From an optimization exercise on the open Yosys and OpenROAD flow, aimed at small area; shortcuts taken in it are not production practice.
In this exercise RTL edits were held to simulation tests only and were not proved equivalent to the original.
No activity file was given, so power comes from the tool's default toggle rates.

===== design.v =====
module cxd2545_core (
	input         clk,
	input         rst_n,
	input         cxd_clk,
	input         cxd_data,
	input         cxd_xlat,
	input         sqck,
	input         host_read_n,
	input  [3:0]  host_addr,
	output [23:0] host_cmd,
	output        host_irq_n,
	input  [15:0] sens_pins,
	input         soct_sel,
	input         trc_en,
	input         drain,
	input  [15:0] trc_div,
	output [31:0] track_count,
	output        trc_toggle,
	input         st_valid,
	input  [31:0] st_data,
	input         st_sof,
	input         st_eof,
	output        st_ready,
	output        sens,
	output        subq,
	output        scor,
	output        c2po,
	output        cd_bclk,
	output        cd_lrck,
	output        cd_data
);
	wire rst = ~rst_n;
	reg [4:1] clk_d, xlat_d;
	reg [5:1] sqck_d;
	reg       data_d;
	always @(posedge clk) begin
		data_d <= cxd_data;
		if (rst) begin
			clk_d  <= 4'b0;
			xlat_d <= 4'b0;
			sqck_d <= 5'b0;
		end else begin
			clk_d  <= {clk_d[3:1], cxd_clk};
			xlat_d <= {xlat_d[3:1], cxd_xlat};
			sqck_d <= {sqck_d[4:1], sqck};
		end
	end
	wire cpu_clk_rise  = clk_d[1] & ~clk_d[2];
	wire cpu_xlat_fall = ~xlat_d[1] & xlat_d[2];
	wire s_clk_rise    = clk_d[3] & ~clk_d[4];
	wire s_xlat_fall   = ~xlat_d[3] & xlat_d[4];
	wire soct_sq_fall  = ~sqck_d[3] & sqck_d[4];
	wire subq_sq_fall  = ~sqck_d[4] & sqck_d[5];
	reg [23:0] cur_cmd;
	reg [23:0] cmd;
	reg        irq_n;
	always @(posedge clk) begin
		if (rst) begin
			cur_cmd <= 24'h0;
			cmd     <= 24'h0;
			irq_n   <= 1'b1;
		end else begin
			if (cpu_clk_rise)
				cur_cmd <= {data_d, cur_cmd[23:1]};
			if (cpu_xlat_fall)
				cmd <= cur_cmd;
			if (!host_read_n && host_addr == 4'h1)
				irq_n <= 1'b1;
			else if (cpu_xlat_fall)
				irq_n <= 1'b0;
		end
	end
	assign host_cmd   = cmd;
	assign host_irq_n = irq_n;
	reg cd_c2po;
	assign c2po = cd_c2po;
	reg [15:0] pre_cnt;
	reg [8:0]  div_cnt;
	reg        toggle;
	reg        prev_trig;
	reg        trk_done;
	reg [30:0] trk_cnt;
	wire tick = ~(pre_cnt < trc_div);
	always @(posedge clk) begin
		if (rst) begin
			pre_cnt   <= 16'h0;
			div_cnt   <= 9'h0;
			toggle    <= 1'b0;
			prev_trig <= 1'b0;
			trk_done  <= 1'b0;
		end else if (!tick) begin
			pre_cnt <= pre_cnt + 1'b1;
		end else begin
			pre_cnt <= 16'h0;
			if (!div_cnt[8]) begin
				div_cnt <= div_cnt + 1'b1;
			end else begin
				div_cnt <= 9'h0;
				toggle  <= ~toggle;
			end
			prev_trig <= trc_en;
			if (prev_trig && !trc_en)
				trk_done <= 1'b1;
			else if (!prev_trig && trc_en)
				trk_done <= 1'b0;
		end
	end
	always @(posedge clk) begin
		if (tick) begin
			if (!prev_trig && trc_en)
				trk_cnt <= 31'h0;
			else if (!trk_done && !(prev_trig && !trc_en))
				trk_cnt <= trk_cnt + 1'b1;
		end
	end
	assign trc_toggle  = toggle;
	assign track_count = {trk_done, trk_cnt & {31{trk_done}}};
	reg [2:0] s_cnt;
	reg [3:0] s_sel;
	reg       sens_r;
	wire [15:0] sens_data = {sens_pins[15:14], cd_c2po, toggle, sens_pins[11],
	                         ~cd_c2po, sens_pins[9:0]};
	always @(posedge clk) begin
		if (rst) begin
			s_cnt  <= 3'h0;
			s_sel  <= 4'h0;
			sens_r <= 1'b0;
		end else begin
			if (s_xlat_fall) begin
				s_cnt <= 3'h0;
			end else if (s_clk_rise) begin
				s_cnt <= s_cnt + 1'b1;
				if (s_cnt == 3'd7)
					s_sel <= cur_cmd[23:20];
			end
			sens_r <= sens_data[s_sel];
		end
	end
	assign sens = sens_r;
	reg [4:0] o_pos;
	reg       o_fok;
	reg       o_lock;
	always @(posedge clk) begin
		if (s_xlat_fall && !soct_sq_fall) begin
			o_fok  <= sens_pins[5];
			o_lock <= ~cd_c2po;
		end
	end
	always @(posedge clk) begin
		if (rst)
			o_pos <= 5'd17;
		else if (soct_sq_fall) begin
			if (o_pos != 5'd17)
				o_pos <= o_pos + 1'b1;
		end else if (s_xlat_fall)
			o_pos <= 5'd0;
	end
	wire o_out = (o_pos <= 5'd7) | (o_pos == 5'd14 && o_fok) |
	             ((o_pos == 5'd15 || o_pos == 5'd16) && o_lock);
	reg lock_drain;
	always @(posedge clk) begin
		if (rst)
			lock_drain <= 1'b0;
		else if (drain)
			lock_drain <= 1'b1;
		else if (st_sof)
			lock_drain <= 1'b0;
	end
	reg wait_data;
	assign st_ready = (!drain || st_sof) ? wait_data : 1'b1;
	wire acc = st_valid & ~lock_drain & wait_data;
	reg [31:0] q1, q2;
	reg [9:0]  word_cnt;
	reg [31:0] w_next;
	reg        w_next_v;
	reg        new_c2po;
	reg [31:0] w_out;
	reg        w_out_v;
	reg        c2po_delay;
	reg [5:0]  cd_cnt;
	reg        clk_out;
	reg        cd_data_r;
	wire frame = (cd_cnt == 6'd0) & clk_out;
	always @(posedge clk) begin
		if (frame) begin
			if (!wait_data)
				w_next <= q1;
			w_out <= w_next;
		end
	end
	reg frame_bit;
	always @(*) begin
		if (cd_cnt >= 6'd40)
			frame_bit = w_out[31];
		else if (cd_cnt >= 6'd24)
			frame_bit = w_out[cd_cnt - 6'd8];
		else if (cd_cnt >= 6'd16)
			frame_bit = w_out[15];
		else
			frame_bit = w_out[cd_cnt[3:0]];
	end
	always @(posedge clk) begin
		if (rst) begin
			wait_data  <= 1'b1;
			word_cnt   <= 10'h0;
			w_next_v   <= 1'b0;
			new_c2po   <= 1'b0;
			w_out_v    <= 1'b0;
			c2po_delay <= 1'b0;
			cd_c2po    <= 1'b0;
			cd_cnt     <= 6'd0;
			clk_out    <= 1'b0;
			cd_data_r  <= 1'b0;
		end else begin
			if (acc) begin
				if (st_sof)
					word_cnt <= 10'h0;
				else
					word_cnt <= word_cnt + 1'b1;
				if (word_cnt < 10'd587 || st_sof)
					wait_data <= 1'b0;
			end
			if (frame) begin
				if (!wait_data)
					wait_data <= 1'b1;
				w_next_v  <= ~wait_data;
				new_c2po  <= wait_data;
			end
			clk_out <= ~clk_out;
			if (clk_out) begin
				cd_c2po <= c2po_delay;
				if (cd_cnt != 6'd0) begin
					cd_cnt <= cd_cnt - 1'b1;
				end else begin
					cd_cnt     <= 6'd47;
					w_out_v    <= w_next_v;
					c2po_delay <= new_c2po;
				end
				cd_data_r <= w_out_v & frame_bit;
			end
		end
	end
	assign cd_bclk = clk_out;
	assign cd_lrck = (cd_cnt >= 6'd23) && (cd_cnt != 6'd47);
	assign cd_data = cd_data_r;
	wire load_q = acc & st_eof;
	reg [95:0] sub_q;
	reg        sub_q_v;
	reg        sqso;
	reg        scor_r;
	reg [3:0]  scor_latch;
	always @(posedge clk) begin
		if (subq_sq_fall)
			sub_q <= {sub_q[94:0], 1'b0};
		else if (load_q)
			sub_q <= {q2, q1, st_data};
	end
	always @(posedge clk) begin
		if (rst) begin
			q1         <= 32'h0;
			q2         <= 32'h0;
			sub_q_v    <= 1'b0;
			sqso       <= 1'b0;
			scor_r     <= 1'b0;
			scor_latch <= 4'h0;
		end else begin
			if (acc) begin
				q1 <= st_data;
				q2 <= q1;
			end
			if (subq_sq_fall)
				sqso <= sub_q_v & sub_q[95];
			else if (load_q) begin
				sqso    <= 1'b1;
				sub_q_v <= 1'b1;
			end
			if (load_q) begin
				scor_latch <= 4'hf;
				scor_r     <= 1'b1;
			end else if (scor_latch != 4'h0)
				scor_latch <= scor_latch - 1'b1;
			else
				scor_r <= 1'b0;
		end
	end
	assign scor = ~soct_sel & scor_r;
	assign subq = soct_sel ? o_out : sqso;
endmodule

===== flow/run.sh =====
#!/bin/bash
# Layout flow: the standard synthesis, then its combinational gates re-mapped
# for area by ABC (flip-flops untouched), then the standard ORFS layout with
# smaller port buffers and a clock tree of clkbuf_4 cells without dummy
# loads. Each tool writes its full output to a log of its own: make.synth.log,
# resyn.log and make.layout.log in the work folder, and ORFS's per-step logs
# under orfs/logs.
set -euo pipefail
cd "$(dirname "$0")/.."
W=$PWD
R=$W/orfs/results/$FLOW_PLATFORM/cxd2545_core/base
bash standard.sh "$R/1_2_yosys.v" > make.synth.log 2>&1
cp "$R/1_2_yosys.v" "$W/1_2_yosys.standard.v"
RESYN_LIB=$FLOW_HOME/platforms/$FLOW_PLATFORM/lib/sky130_fd_sc_hd__tt_025C_1v80.lib \
RESYN_IN=$W/1_2_yosys.standard.v RESYN_OUT=$W/1_2_yosys.resyn.v RESYN_TOP=$FLOW_TOP \
RESYN_SCRIPT=$W/flow/resyn.abc \
  yosys -c flow/resyn.tcl > resyn.log 2>&1
cp "$W/1_2_yosys.resyn.v" "$R/1_2_yosys.v"
bash standard.sh \
  "BUFFER_PORTS_ARGS=-buffer_cell sky130_fd_sc_hd__buf_1" \
  "CTS_ARGS=-sink_clustering_enable -repair_clock_nets -dont_use_dummy_load -buf_list sky130_fd_sc_hd__clkbuf_4 -sink_clustering_size 10 -sink_clustering_max_diameter 50" \
  finish > make.layout.log 2>&1

===== flow/resyn.abc =====
strash
&get -n
&deepsyn -T 60
&st
&b
&dch -f
&nf -a -R 1000
&st
&b
&dch -f
&nf -a -R 1000
&st
&b
&dch -f
&nf -a -R 1000
&put

===== flow/resyn.tcl =====
# Re-map the combinational logic of the standard synthesis netlist for area.
# The flip-flops and tie cells are kept as they are (same instances, names
# and cell types); only the gates between them are re-mapped by ABC.
yosys -import
set lib $::env(RESYN_LIB)
set out $::env(RESYN_OUT)
set top $::env(RESYN_TOP)
# models of the combinational cells, so that they can be flattened
read_liberty -ignore_miss_func $lib
delete sky130_fd_sc_hd__*df* sky130_fd_sc_hd__*dl* sky130_fd_sc_hd__conb_1 sky130_fd_sc_hd__*lpflow*
write_verilog -noattr $out.cells.v
design -reset
read_liberty -lib $lib
read_verilog -overwrite $out.cells.v
read_verilog $::env(RESYN_IN)
hierarchy -top $top
tee -o $out.before.txt stat -liberty $lib
flatten
techmap
opt_clean -purge
abc -liberty $lib -dont_use sky130_fd_sc_hd__probe_p_8 -dont_use sky130_fd_sc_hd__probec_p_8 \
  -dont_use *lpflow* -script $::env(RESYN_SCRIPT)
setundef -zero
opt_clean -purge
select $top
write_verilog -noattr -selected $out.raw.v
# the mapped netlist again, now with every cell a library cell
design -reset
read_liberty -lib $lib
read_verilog $out.raw.v
hierarchy -top $top
splitnets
yosys rename -hide w:*.*
opt_clean -purge
opt_clean -purge
hilomap -singleton -hicell sky130_fd_sc_hd__conb_1 HI -locell sky130_fd_sc_hd__conb_1 LO
insbuf -buf sky130_fd_sc_hd__buf_4 A X
opt_clean -purge
tee -o $out.after.txt stat -liberty $lib
check -assert -mapped
write_verilog -noattr -noexpr -nohex -nodec $out

===== standard.sh =====
#!/bin/bash
# synth_recipe.tcl (not shown) runs the flow's synth.tcl, then flattens the netlist and writes it again
# the make line also repeats each setting of config.mk as NAME=value (left out here)
make -C /OpenROAD-flow-scripts/flow DESIGN_CONFIG=/design/flow/config.mk WORK_HOME=/design/flow/orfs CLKGATE_MAP_FILE= SYNTH_SCRIPT=/design/flow/synth_recipe.tcl "${@:-finish}"

===== config.mk =====
export PLATFORM = sky130hd
export DESIGN_NAME = cxd2545_core
export DESIGN_NICKNAME = cxd2545_core
export VERILOG_FILES = /design/flow/design.v
export SDC_FILE = /design/flow/constraint.sdc
export NUM_CORES = 4
export LEC_CHECK = 0
export CAP_MARGIN = 0
export CORE_MARGIN = 2
export CORE_UTILIZATION = 40
export PLACE_DENSITY = 0.6
export SLEW_MARGIN = 0

===== constraint.sdc =====
create_clock -name core_clock -period 10.0 [get_ports {clk}]
set_input_delay 2.0000 -clock core_clock [delete_from_list [all_inputs] [get_ports {clk}]]
set_output_delay 2.0000 -clock core_clock [all_outputs]
set_load 0.01 [all_outputs]

==> summary.txt, run 1 <==
status: no timing/DRC/antenna violations
clock latency on the worst-skew pair: 0.71 ns
CP max FO: 22
Antenna Nets Post-Route: 0
Fin. Hold Viols: 0
WL/cell: 16.7 µm
total CTS buffers: 47
initial antenna violation count: 1
Final setup viols: 0
Worst VDD drop: 0.0000870 V
final-report max-slew violation count: 0
Synth Instances: 1,070
crit end category: flop
port bufs: 143
CTS Sinks: 393
Vias/cell: 5.40
die height: 192 µm
number of fill cells in the layout: 3,225
Setup TNS Final: 0 ns
WP data required: 10.56 ns
vias in the first global route: 8,866
largest net degree at the start of global routing: 95
number of max-cap violations: 0
placed insts: 1,682
Mean Syn Cell Area: 13.3 µm²
CTS Hold Bufs: 0
first-pass GRT wire length: 46,200 µm
Reg area: 0.00979 mm²
FMAX: 179 MHz
Final Critical Period: 5.59 ns
Worst Hold Class: flop to flop
Slew headroom: 0.266
Post-Layout Cell Count: 1,730
LEAKAGE: 0.00547 µW
clock skew: 0.0637 ns
Tcrit/Tclk final: 0.559
Area Growth Syn to Fin: 11.4%
Critical Path AT: 6.15 ns
slew at the pin closest to its max-slew limit: 1.10 ns
GP Congestion: 0.768
Die X: 192 µm
Startpoint Class: primary input
Longest Clk Path Bufs: 3
YS warnings: 1
RSZ-0062 raised after global routing: false
Die Area: 0.0370 mm²
Initial Utilization: 0.409
final worst setup slack: 4.41 ns
Syn Nets: 1,151
Mapped Area: 0.0142 mm²
Vias: 9,334
Clock transition at path regs: 0.10 ns
# IOs: 147
post-cts repair resize count: 0
gr ovfl total: 0
drt initial violations: 514
clk root buf: clkbuf_4
core area: 0.0347 mm²
Std-Cell Rows: 68
GR Util All Layers: 0.155
DPL Wire Length: 17,300 µm
Max H-tree Level: 2
worst slack, placed: 3.69 ns
Setup Crit Path Kind: primary input to flop
layout cells sized above 1: 0.0557
DR DRC count: 0
CTS tree: done
drt first pass iters: 4
# nets final: 1,357
cell area power density: 166 mW/mm²
total wire length: 28,800 µm
multi-input logic area: 0.00433 mm²
buffer count from post-CTS setup fixing: 0
## per-layer routing
metal / up-vias / routed length [µm] / track usage
met5: - / 0 / 0
met4: 0 / 597 / 0.0458
met3: 52 / 1700 / 0.0309
met2: 243 / 12600 / 0.242
met1: 4466 / 13900 / 0.219
li1: 4573 / - / -
## cells in the final DEF (no fill, tap or decap), types with 11 or more instances in the layout
master,count
a21oi_1,51
a22o_1,214
and2_0,60
and3_1,24
buf_1,143
buf_4,15
clkbuf_4,47
clkinv_1,28
dfxtp_1,201
edfxtp_1,192
nand2_1,47
nor2_1,58
nor3_1,37
o21ai_0,39
o22ai_1,16
xnor2_1,11
## registers in the layout, indices dropped and copies added (netlist names), 16 cells and up
signal	flops
sub_q	96
q1	32
q2	32
w_next	32
w_out	32
trk_cnt	31
cmd	24
cur_cmd	24
pre_cnt	16
## power breakdown
group	leakage (µW)	switching (µW)	internal, µW
clock	0.000216	480	216
combinational	0.00180	100	52.6
sequential	0.00345	34.9	1740
## area by class of cell
cell class	count	area share
antenna	1	0.000158
clock buffer	47	0.0223
inverter	29	0.00697
sequential	393	0.619
timing repair buffer	158	0.0411
multi-input combinational	647	0.274
tap	455	0.0360
## critical path, stage by stage
cell	delay (ns)
buf_1	0.07
nor2b_1	0.12
maj3_1	0.36
maj3_1	0.35
a21oi_1	0.14
o2bb2ai_1	0.09
a21oi_1	0.16
o2bb2ai_1	0.08
o221ai_1	0.06
o21ai_0	0.12
maj3_1	0.36
maj3_1	0.36
maj3_1	0.35
a21oi_1	0.16
a221oi_1	0.06
a2bb2oi_1	0.23
nand2_1	0.59
and2_0	0.39
a21oi_1	0.11
## worst paths after layout
| path | start | end | slack [ns] | cells past startpoint |
|---|---|---|---|---|
| hold reg to reg | w_next[7]$_DFFE_PP_ | w_out[7]$_DFFE_PP_ | 0.43 | 0 |
| setup reg to reg | trk_cnt[0]$_SDFFCE_PP0P_ | trk_cnt[30]$_SDFFCE_PP0P_ | 4.96 | 19 |
| setup / recovery | trc_div[0] | toggle$_SDFFE_PN0P_ | 4.41 | 19 |
| hold / removal | w_next[7]$_DFFE_PP_ | w_out[7]$_DFFE_PP_ | 0.43 | 0 |
## stage by stage
stage | hold slack, ns | util | total power (µW) | instance area (µm²)
final | 0.428 | 0.455 | 2630 | 15800
after global routing | 0.438 | 0.455 | 2760 | 15800
after CTS | 0.426 | 0.455 | 2670 | 15800
after detailed placement | 0.408 | 0.445 | 1970 | 15400
after global placement | 0.405 | 0.445 | 1970 | 15400
after floorplan | 0.400 | - | 1900 | 14200
==> inputs of run 2 (changes only) <==
--- a/config.mk
+++ b/config.mk
@@ -6,7 +6,7 @@
 export NUM_CORES = 4
 export LEC_CHECK = 0
-export CAP_MARGIN = 0
+export CAP_MARGIN = 10
 export CORE_MARGIN = 2
-export CORE_UTILIZATION = 40
-export PLACE_DENSITY = 0.6
-export SLEW_MARGIN = 0
+export CORE_UTILIZATION = 70
+export PLACE_DENSITY = 0.8
+export SLEW_MARGIN = 10
==> run 2 against run 1 <==
Against the previous run: still clean; clock power is 4.6% lower; setup slack worse by 0.17 ns; sequential power hardly changed; synthesized area stayed put; maximum frequency is 3.0% lower; sequential share of layout area is 1.0 points higher; non-clock buffer count is 2 lower; critical endpoint unchanged; largest cell class unchanged.
==> summary.txt, run 2 <==
Mean Syn Cell Area: 13.3 µm²
CTS tree: done
status: no timing/DRC/antenna violations
crit end category: flop
Antenna Nets Post-Route: 0
Initial Utilization: 0.708
cell area power density: 167 mW/mm²
max FFs per register: 96
layout cells sized above 1: 0.0528
RR Startpoint: trk_cnt[0]$_SDFFCE_PP0P_
DPL Wire Length: 16,700 µm
buffer count from post-CTS setup fixing: 0
LEAKAGE: 0.00545 µW
CTS Sinks: 393
vias in the first global route: 9,030
WP data required: 10.49 ns
# nets final: 1,353
final-report max-slew violation count: 0
reg2reg end: trk_cnt[30]$_SDFFCE_PP0P_
# IOs: 147
number of fill cells in the layout: 1,332
WL/cell: 17.5 µm
Die X: 146 µm
CP max FO: 22
total wire length: 27,000 µm
Area Growth Syn to Fin: 9.56%
clock latency on the worst-skew pair: 0.66 ns
GR Util All Layers: 0.251
drt first pass iters: 5
RSZ-0062 raised after global routing: false
initial antenna violation count: 1
Die Area: 0.0214 mm²
port bufs: 143
placed insts: 1,495
gr ovfl total: 0
Vias: 9,452
FMAX: 173 MHz
clock skew: 0.0632 ns
Critical Path Stages: 19
most common cell after layout, fill and taps aside: a22o_1
die height: 146 µm
Syn Nets: 1,151
Startpoint Class: primary input
worst-case reg-to-reg path depth: 19
Mapped Area: 0.0142 mm²
GP Congestion: 0.786
Longest Clk Path Bufs: 3
Worst VDD drop: 0.000110 V
most used cell along the critical path: maj3_1
core area: 0.0200 mm²
Tcrit/Tclk final: 0.577
largest reg by FF count: sub_q
Setup crit end: toggle$_SDFFE_PN0P_
Synth Instances: 1,070
post-cts repair resize count: 0
clk root buf: clkbuf_4
CP startpoint: trc_div[0]
Fin. Hold Viols: 0
Vias/cell: 6.13
CTS Hold Bufs: 0
Post-Layout Cell Count: 1,541
Worst Hold Class: flop to flop
drt initial violations: 589
R2R Setup Slk: 4.88 ns
Placed Area: 0.0152 mm²
Slew headroom: 0.251
first-pass GRT wire length: 44,300 µm
Max H-tree Level: 2
Std-Cell Rows: 52
slowest CP cell: nand2_1
number of max-cap violations: 0
crit-path max cell delay: 0.61 ns
Setup TNS Final: 0 ns
most frequent cells in the layout: a22o_1 (214), dfxtp_1 (201), edfxtp_1 (192)
design area: 0.0155 mm²
Cell Chain, Critical Path: buf_1 > nor2b_1 > maj3_1 > maj3_1 > a21oi_1 > o2bb2ai_1 > a21oi_1 > o2bb2ai_1 > o221ai_1 > o21ai_0 > maj3_1 > maj3_1 > maj3_1 > a21oi_1 > a221oi_1 > a2bb2oi_1 > nand2_1 > and2_0 > a21oi_1
Final setup viols: 0
slew at the pin closest to its max-slew limit: 1.12 ns
Final Critical Period: 5.77 ns
total CTS buffers: 45
largest net degree at the start of global routing: 99
Setup Crit Path Kind: primary input to flop
CP delay by family, top: adder cells
Buf/Inv on CP: 1
Layout Utilization: 0.776
Clock transition at path regs: 0.10 ns
YS warnings: 1
Critical Path AT: 6.26 ns
DR DRC count: 0
## run 2: routing by layer
| layer | routed length, µm | track usage | vias to the layer above |
|---|---|---|---|
| li1 | - | - | 4563 |
| met1 | 12100 | 0.361 | 4530 |
| met2 | 12700 | 0.406 | 314 |
| met3 | 1680 | 0.0403 | 45 |
| met4 | 538 | 0.0699 | 0 |
| met5 | 0 | 0 | - |
## run 2: power by group
part	internal, µW	switching (µW)	total, µW
clock	208	457	665
combinational	52.3	98.9	151
sequential	1740	35.5	1780
## run 2: cell type report
class | count | area [µm²] | share of cell area
diodes | 1 | 2.50 | 0.000161
clock buffers | 45 | 338 | 0.0217
inverters | 29 | 110 | 0.00708
multi-input cells | 647 | 4330 | 0.279
flip-flops and latches | 393 | 9790 | 0.630
well taps | 270 | 338 | 0.0217
repair buffers | 156 | 634 | 0.0408
## run 2: how the worst min path moves through the flow
| stage | startpoint | endpoint | slack [ns] | cells after the start |
|---|---|---|---|---|
| finish | w_next[31]$_DFFE_PP_ | w_out[31]$_DFFE_PP_ | 0.40 | 0 |
| global route | w_next[10]$_DFFE_PP_ | w_out[10]$_DFFE_PP_ | 0.40 | 0 |
| CTS | w_next[10]$_DFFE_PP_ | w_out[10]$_DFFE_PP_ | 0.40 | 0 |
| detailed placement | w_next[8]$_DFFE_PP_ | w_out[8]$_DFFE_PP_ | 0.40 | 0 |
| global placement | w_next[9]$_DFFE_PP_ | w_out[9]$_DFFE_PP_ | 0.40 | 0 |
| floorplan | w_next[0]$_DFFE_PP_ | w_out[0]$_DFFE_PP_ | 0.40 | 0 |
## run 2: worst register-to-register path, delay by kind of cell (launching register included)
kind	cells	cell delay, ns
flip-flops	1	0.45
AND/OR/NAND/NOR	19	4.40
## run 2: stage by stage
step | hold WS, ns | setup WS [ns] | power [µW]
after CTS | 0.400 | 4.31 | 2620
after floorplan | 0.400 | 2.13 | 1900
after global routing | 0.398 | 3.97 | 2700
after global placement | 0.403 | 3.81 | 1960
final | 0.396 | 4.23 | 2600
after detailed placement | 0.405 | 3.66 | 1970
==> inputs of run 3 (changes only) <==
==> run.sh (new file) <==
#!/bin/bash
# synth_recipe.tcl (not shown) runs the flow's synth.tcl, then flattens the netlist and writes it again
# the make line also repeats each setting of config.mk as NAME=value (left out here)
make -C /OpenROAD-flow-scripts/flow DESIGN_CONFIG=/design/flow/config.mk WORK_HOME=/design/flow/orfs CLKGATE_MAP_FILE= SYNTH_SCRIPT=/design/flow/synth_recipe.tcl finish
--- a/config.mk
+++ b/config.mk
@@ -6,7 +6,7 @@
 export NUM_CORES = 4
 export LEC_CHECK = 0
-export CAP_MARGIN = 10
+export CAP_MARGIN = 20
 export CORE_MARGIN = 2
-export CORE_UTILIZATION = 70
-export PLACE_DENSITY = 0.8
-export SLEW_MARGIN = 10
+export CORE_UTILIZATION = 40
+export PLACE_DENSITY = 0.6
+export SLEW_MARGIN = 20
removed: flow/run.sh
removed: flow/resyn.abc
removed: flow/resyn.tcl
removed: standard.sh
==> run 3 against run 2 <==
Against the previous run: sequential share of layout area is 14 points lower; global-route usage shrank 8.9 points; wire length is 30% higher; synthesized cell count is 57% higher; maximum frequency is 10% higher; count of clock-buffer cells in the layout up 22.
==> summary.txt, run 3 <==
LEAKAGE: 0.00692 µW
crit end category: flop
Startpoint Class: primary input
Fin Hold WS: 0.413 ns
ant diodes: 0
Worst Hold Class: flop to flop
Mapped Area: 0.0167 mm²
Die X: 208 µm
most used cell along the critical path: buf_4
Worst VDD drop: 0.000125 V
# nets final: 1,895
status: no timing/DRC/antenna violations
WP data required: 10.19 ns
initial antenna violation count: 0
Setup Crit Path Kind: primary input to flop
total CTS buffers: 43
CP max FO: 70
crit-path max cell delay: 0.80 ns
EDFF count, synth: 192
Yosys cell types: 58
Critical Path AT: 5.42 ns
first-pass GRT wire length: 58,300 µm
largest net degree at the start of global routing: 89
post-cts repair resize count: 0
CTS tree: done
Final setup viols: 0
Vias: 11,800
core area: 0.0410 mm²
Synth Instances: 1,676
CTS Sinks: 393
Tcrit/Tclk final: 0.523
top-count cell post-synth: nand2_1
total wire length: 35,000 µm
FMAX: 191 MHz
GR Util All Layers: 0.162
Final Critical Period: 5.23 ns
Cell Chain, Critical Path: clkdlybuf4s50_1 > nand2_1 > nor2_4 > buf_4 > nand2_2 > nand2_4 > buf_4
Area contributors post-synth: edfxtp_1 (34%), dfxtp_1 (24%), nand2_1 (11%), a21boi_0 (5.5%), o21ai_0 (3.5%)
clock skew: 0.0151 ns
cell area power density: 181 mW/mm²
Die Area: 0.0435 mm²
Seq/Total Area, Yosys: 0.585
Synth area leader: edfxtp_1
max FFs per register: 96
Yosys reg bits: 393
layout cells sized above 1: 0.0628
Slew headroom: 0.349
slew at the pin closest to its max-slew limit: 0.976 ns
Clock transition at path regs: 0.06 ns
clock latency on the worst-skew pair: 0.57 ns
post-synth top area share: 0.345
WL/cell: 14.9 µm
final-report max-slew violation count: 0
post-synthesis async set-or-reset flop share: 0
DR DRC count: 0
number of max-cap violations: 0
Vias/cell: 5.01
slowest CP cell: buf_4
buffer count from post-CTS setup fixing: 0
Post-synth top cells: nand2_1 (484), dfxtp_1 (201), edfxtp_1 (192)
port bufs: 143
DPL Wire Length: 21,700 µm
most frequent cells in the layout: nand2_1 (482), dfxtp_1 (201), edfxtp_1 (192)
Antenna Nets Post-Route: 0
most common cell after layout, fill and taps aside: nand2_1
largest reg by FF count: sub_q
die height: 208 µm
RSZ-0062 raised after global routing: false
Mean Syn Cell Area: 9.98 µm²
gr ovfl total: 0
Fin. Hold Viols: 0
Longest Clk Path Bufs: 3
Setup TNS Final: 0 ns
Area Growth Syn to Fin: 19.8%
CTS Hold Bufs: 0
Std-Cell Rows: 74
GP Congestion: 0.788
Syn Nets: 1,792
drt initial violations: 672
Initial Utilization: 0.408
drt first pass iters: 4
clk root buf: clkbuf_16
YS warnings: 1
Max H-tree Level: 2
Main synth FF type: dfxtp_1
vias in the first global route: 11,500
# IOs: 147
run 3: critical path, delay by kind of cell:
kind	cells	cell delay, ns
buffers and inverters	3	1.84
AND/OR/NAND/NOR	4	1.35
run 3: power breakdown:
part | switching [µW] | total (µW) | internal [µW] | leakage (µW)
clock network | 637 | 1610 | 969 | 0.000720
logic | 131 | 230 | 98.7 | 0.00280
registers | 43.1 | 1790 | 1750 | 0.00341
total | 811 | 3630 | 2820 | 0.00692
run 3: cells by family (layout without fill, tap and decap cells):
logic type	after synthesis	in the layout	synth area share
and+or+nand+nor	735	735	0.191
DFF	393	393	0.585
AOI/OAI and AO/OA	305	305	0.116
buffers and inverters	134	272	0.0307
xor gates and xnor gates	50	50	0.0262
adders and majority gates	35	35	0.0262
muxes	24	24	0.0242
run 3: through the flow:
step                      std cells   util  cell area (µm²)  setup slack, ns  power, µW
after floorplan                1676      -            16700             4.77       1970
after global placement         2266  0.453            18600             4.20       2050
after detailed placement       2266  0.453            18600             4.16       2060
after CTS                      2346  0.489            20000             4.77       3680
after global routing           2346  0.489            20000             4.51       3770
final                          2346  0.489            20000             4.77       3630
run 3: worst paths after layout:
kind | endpoint | from | slack, ns | cells after the start
worst min register to register | w_out[15]$_DFFE_PP_ | w_next[15]$_DFFE_PP_ | 0.41 | 0
worst min-delay path | w_out[15]$_DFFE_PP_ | w_next[15]$_DFFE_PP_ | 0.41 | 0
worst max register to register | sub_q[93]$_DFFE_PP_ | wait_data$_SDFF_PN1_ | 6.10 | 6
worst max-delay path | sub_q[93]$_DFFE_PP_ | st_valid | 4.77 | 7
run 3: layout make-up:
class | instances | area, µm²
Clock inverter | 13 | 173
Timing Repair Buffer | 156 | 1530
Fill cell | 3787 | 21000
Clock buffer | 67 | 1290
Multi-Input combinational cell | 1149 | 6460
Tap cell | 532 | 666
Inverter | 36 | 135
Sequential cell | 393 | 9790
run 3: routing by layer:
metal | vias to the layer above | GRT usage | share of wire
met5 | - | 0 | 0
met4 | 0 | 0.0449 | 0.018
met3 | 40 | 0.0314 | 0.043
met2 | 201 | 0.274 | 0.47
met1 | 5600 | 0.213 | 0.47
li1 | 5924 | - | -

what the ideal ports hide:
In the flow no input, the clock included, has a driving cell. The finished layouts below were timed again as built, in two steps.
Step 1 sets driving cells, clkbuf_16 on the clock port and buf_2 on the other inputs (assumed; they add their load-dependent delay and slew).
Step 2 moves the port delays by t, midway between the first and last clock arrival at a register: inputs arrive t later, outputs are due t later. That takes back most of the time a late clock gives input paths.
a / b / c = ideal / step 1 / step 2; a / b = the first two.
run	t (ns)	setup WS [ns]	cell pins on the clock port's net
run 1	0.724	4.407 / 4.434 / 3.710	1
run 2	0.673	4.232 / 4.255 / 3.581	1
run 3	0.620	4.767 / 4.770 / 4.179	1
After both steps every run listed still meets setup and hold. For run 1, which loses most, drivers alone change the setup slack by +0.027 ns; drivers and shift together by -0.697 ns.
